From an optimization exercise on the open Yosys and OpenROAD flow, aimed at small area; shortcuts taken in it are not production practice. Power and IR drop assume default switching activity.

run 1:
## xmodem
module xmodem(
    output wire xmodem_done,
    output wire xmodem_saw_valid_block,
    output wire xmodem_saw_invalid_block,
    output wire xmodem_receiving_repeat_block,
    output wire xmodem_saw_valid_msg_byte,
    output wire [7:0] xmodem_data_byte,
    output wire tx,
    input wire start,
    input wire rx_pin,
    input wire clk, rst
);
export LEC_CHECK = 0
export CAP_MARGIN = 20
export CORE_MARGIN = 2
export CORE_UTILIZATION = 40
export SLEW_MARGIN = 20
create_clock -name core_clock -period 20.0 [get_ports {clk}]
standard.sh (not shown) runs the stock make flow with config.mk's settings and CLKGATE_MAP_FILE= SYNTH_SCRIPT=/design/flow/synth_recipe.tcl, a recipe that flattens the netlist after the stock synthesis.
==> flow/flow/run.sh <==
#!/bin/bash
# Own layout flow: the standard synthesis, then an area-oriented re-mapping
# of its combinational logic (registers, their names and cell types kept),
# then the standard layout steps with 1-drive port buffers and a clock
# tree without dummy load cells.
set -euo pipefail
W=$PWD
R=$W/orfs/results/$FLOW_PLATFORM/xmodem/base
LIB=$FLOW_HOME/platforms/$FLOW_PLATFORM/lib/sky130_fd_sc_hd__tt_025C_1v80.lib
YOSYS=${YOSYS_EXE:-$FLOW_HOME/../tools/install/yosys/bin/yosys}

bash standard.sh synth > $W/std_synth.log 2>&1
cp $R/1_2_yosys.v $W/std_1_2_yosys.v

# re-map with each ABC script in flow/abc/, keep the smallest netlist
best=""; best_area=""
for s in $W/flow/abc/*.abc; do
  n=$(basename $s .abc)
  if RS_LIB=$LIB RS_IN=$W/std_1_2_yosys.v RS_OUT=$W/resynth_$n.v RS_TOP=$FLOW_TOP \
      RS_ABC=$s timeout 600 $YOSYS -c $W/flow/resynth.tcl > $W/resynth_$n.log 2>&1; then
    a=$(awk '/Chip area/ {print $NF}' $W/resynth_$n.v.stat)
    echo "$n $a" >> $W/resynth_areas.txt
    if [[ -z "$best" ]] || awk -v a=$a -v b=$best_area 'BEGIN{exit !(a<b)}'; then
      best=$n; best_area=$a
    fi
  fi
done
echo "best $best $best_area" >> $W/resynth_areas.txt
[[ -n "$best" ]]

# replace the synthesized netlist and rebuild 1_synth.odb from it
cp $W/resynth_$best.v $R/1_2_yosys.v
rm -f $R/1_synth.odb $R/1_synth.sdc
bash standard.sh synth > $W/std_synth_odb.log 2>&1

CTS="-sink_clustering_enable -repair_clock_nets -dont_use_dummy_load"
if [[ -f $W/flow/cts_args.txt ]]; then CTS="$CTS $(cat $W/flow/cts_args.txt)"; fi
bash standard.sh "BUFFER_PORTS_ARGS=-buffer_cell sky130_fd_sc_hd__buf_1" "CTS_ARGS=$CTS" finish > $W/std_finish.log 2>&1
==> flow/flow/cts_args.txt <==
-buf_list sky130_fd_sc_hd__clkbuf_8 -sink_clustering_size 24
Other scripts of this flow, unchanged in this note and not shown: flow/flow/abc/b5.abc, flow/flow/abc/d4.abc, flow/flow/resynth.tcl
Run 1: no failed stages, no open violations at the end
Input changes introduced in run 2 (baseline for comparison: run 1):
diff --git a/flow/flow/run.sh b/flow/flow/run.sh
--- a/flow/flow/run.sh
+++ b/flow/flow/run.sh
@@ -14,3 +14,9 @@
 
-# re-map with each ABC script in flow/abc/, keep the smallest netlist
+# re-map with each ABC script in flow/abc/ (in parallel), keep the smallest netlist
+for s in $W/flow/abc/*.abc; do
+  n=$(basename $s .abc)
+  ( RS_LIB=$LIB RS_IN=$W/std_1_2_yosys.v RS_OUT=$W/resynth_$n.v RS_TOP=$FLOW_TOP \
+      RS_ABC=$s timeout 600 $YOSYS -c $W/flow/resynth.tcl > $W/resynth_$n.log 2>&1 || true ) &
+done
+wait
 best=""; best_area=""
@@ -18,9 +24,8 @@
   n=$(basename $s .abc)
-  if RS_LIB=$LIB RS_IN=$W/std_1_2_yosys.v RS_OUT=$W/resynth_$n.v RS_TOP=$FLOW_TOP \
-      RS_ABC=$s timeout 600 $YOSYS -c $W/flow/resynth.tcl > $W/resynth_$n.log 2>&1; then
-    a=$(awk '/Chip area/ {print $NF}' $W/resynth_$n.v.stat)
-    echo "$n $a" >> $W/resynth_areas.txt
-    if [[ -z "$best" ]] || awk -v a=$a -v b=$best_area 'BEGIN{exit !(a<b)}'; then
-      best=$n; best_area=$a
-    fi
+  [[ -f $W/resynth_$n.v.stat && -f $W/resynth_$n.v ]] || continue
+  a=$(awk '/Chip area/ {print $NF}' $W/resynth_$n.v.stat)
+  [[ -n "$a" ]] || continue
+  echo "$n $a" >> $W/resynth_areas.txt
+  if [[ -z "$best" ]] || awk -v a=$a -v b=$best_area 'BEGIN{exit !(a<b)}'; then
+    best=$n; best_area=$a
   fi
==> flow/flow/abc/d3.abc (new file) <==
strash; &get -n; &deepsyn -T 60; &put; balance -l; resub -K 6 -l; rewrite -l; resub -K 6 -N 2 -l; refactor -l; resub -K 8 -l; balance -l; resub -K 8 -N 2 -l; rewrite -l; resub -K 10 -l; rewrite -z -l; resub -K 10 -N 2 -l; balance -l; resub -K 12 -l; refactor -z -l; resub -K 12 -N 2 -l; rewrite -z -l; balance -l; dch -f; amap; strash; dch -f; amap; topo; dnsize
==> flow/flow/abc/d7.abc (new file) <==
strash; &get -n; &deepsyn -T 60 -S 7; &put; balance -l; resub -K 6 -l; rewrite -l; resub -K 6 -N 2 -l; refactor -l; resub -K 8 -l; balance -l; resub -K 8 -N 2 -l; rewrite -l; resub -K 10 -l; rewrite -z -l; resub -K 10 -N 2 -l; balance -l; resub -K 12 -l; refactor -z -l; resub -K 12 -N 2 -l; rewrite -z -l; balance -l; dch -f; amap; strash; dch -f; amap; topo; dnsize
==> flow/flow/cts_args.txt <==
-buf_list sky130_fd_sc_hd__clkbuf_8 -sink_clustering_size 30
diff --git a/flow/config.mk b/flow/config.mk
--- a/flow/config.mk
+++ b/flow/config.mk
@@ -9,3 +9,3 @@
 export CORE_MARGIN = 2
-export CORE_UTILIZATION = 40
+export CORE_UTILIZATION = 65
 export SLEW_MARGIN = 20
--- outcome ---
- Per the comparison of run 2 with run 1, power share of the clock group higher; first-pass GRT wire length has decreased.
- Relative contribution of sequential cells to total power was higher in run 2 than in run 1.
- Total power of run 2 is lower than that of run 1.
- [run 2] number of DRC markers in iteration 0 rose 73 relative to run 1
> inputs changed (run 2 -> run 3)
==> flow/flow/cts_args.txt <==
-root_buf sky130_fd_sc_hd__clkbuf_8 -buf_list sky130_fd_sc_hd__clkbuf_4 -sink_clustering_size 12
Findings:
Run 3 -> run 2: total power draw flat. In the flow results for run 2 and run 3, the met2 usage in global routing is smaller on run 3. Total stage count of the critical path in run 3 is 2 higher than in run 2. Run 2 → run 3: routed wire length higher, total non-filler cell area in the finished layout roughly the same, cell count higher, starting density of the core roughly the same, setup slack lower. ~same final worst hold slack in run 2 and run 3.
Function was not checked in any run of this note: the RTL went through the layout flow alone.

-- static timing again, ports no longer ideal --
How much do the figures lean on ideal ports? The routed layouts below were timed once more, with nothing changed but the port constraints. Step 1 assumes that a clkbuf_16 drives the clock port and a buf_2 every other input. Step 2, shift: input delay + t, output delay - t, t = (earliest + latest rising clock arrival at the registers) / 2. This alone moves slack from input paths to output paths. a / b / c = ideal / step 1 / step 2; a / b = the first two.
run | t, ns | slack for setup (ns) | hold WS [ns] | worst data-port slew with drivers (ns) | pins driven straight from the clock port
run 1 | 0.382 | 13.598 / 13.563 / 13.945 | 0.361 / 0.361 / 0.361 | 0.03 | 1
run 2 | 0.372 | 13.682 / 13.653 / 14.025 | 0.361 / 0.361 / 0.361 | 0.04 | 1
run 3 | 0.373 | 13.634 / 13.603 / 13.976 | 0.362 / 0.362 / 0.362 | 0.03 | 1
After both steps every run listed still meets setup and hold.
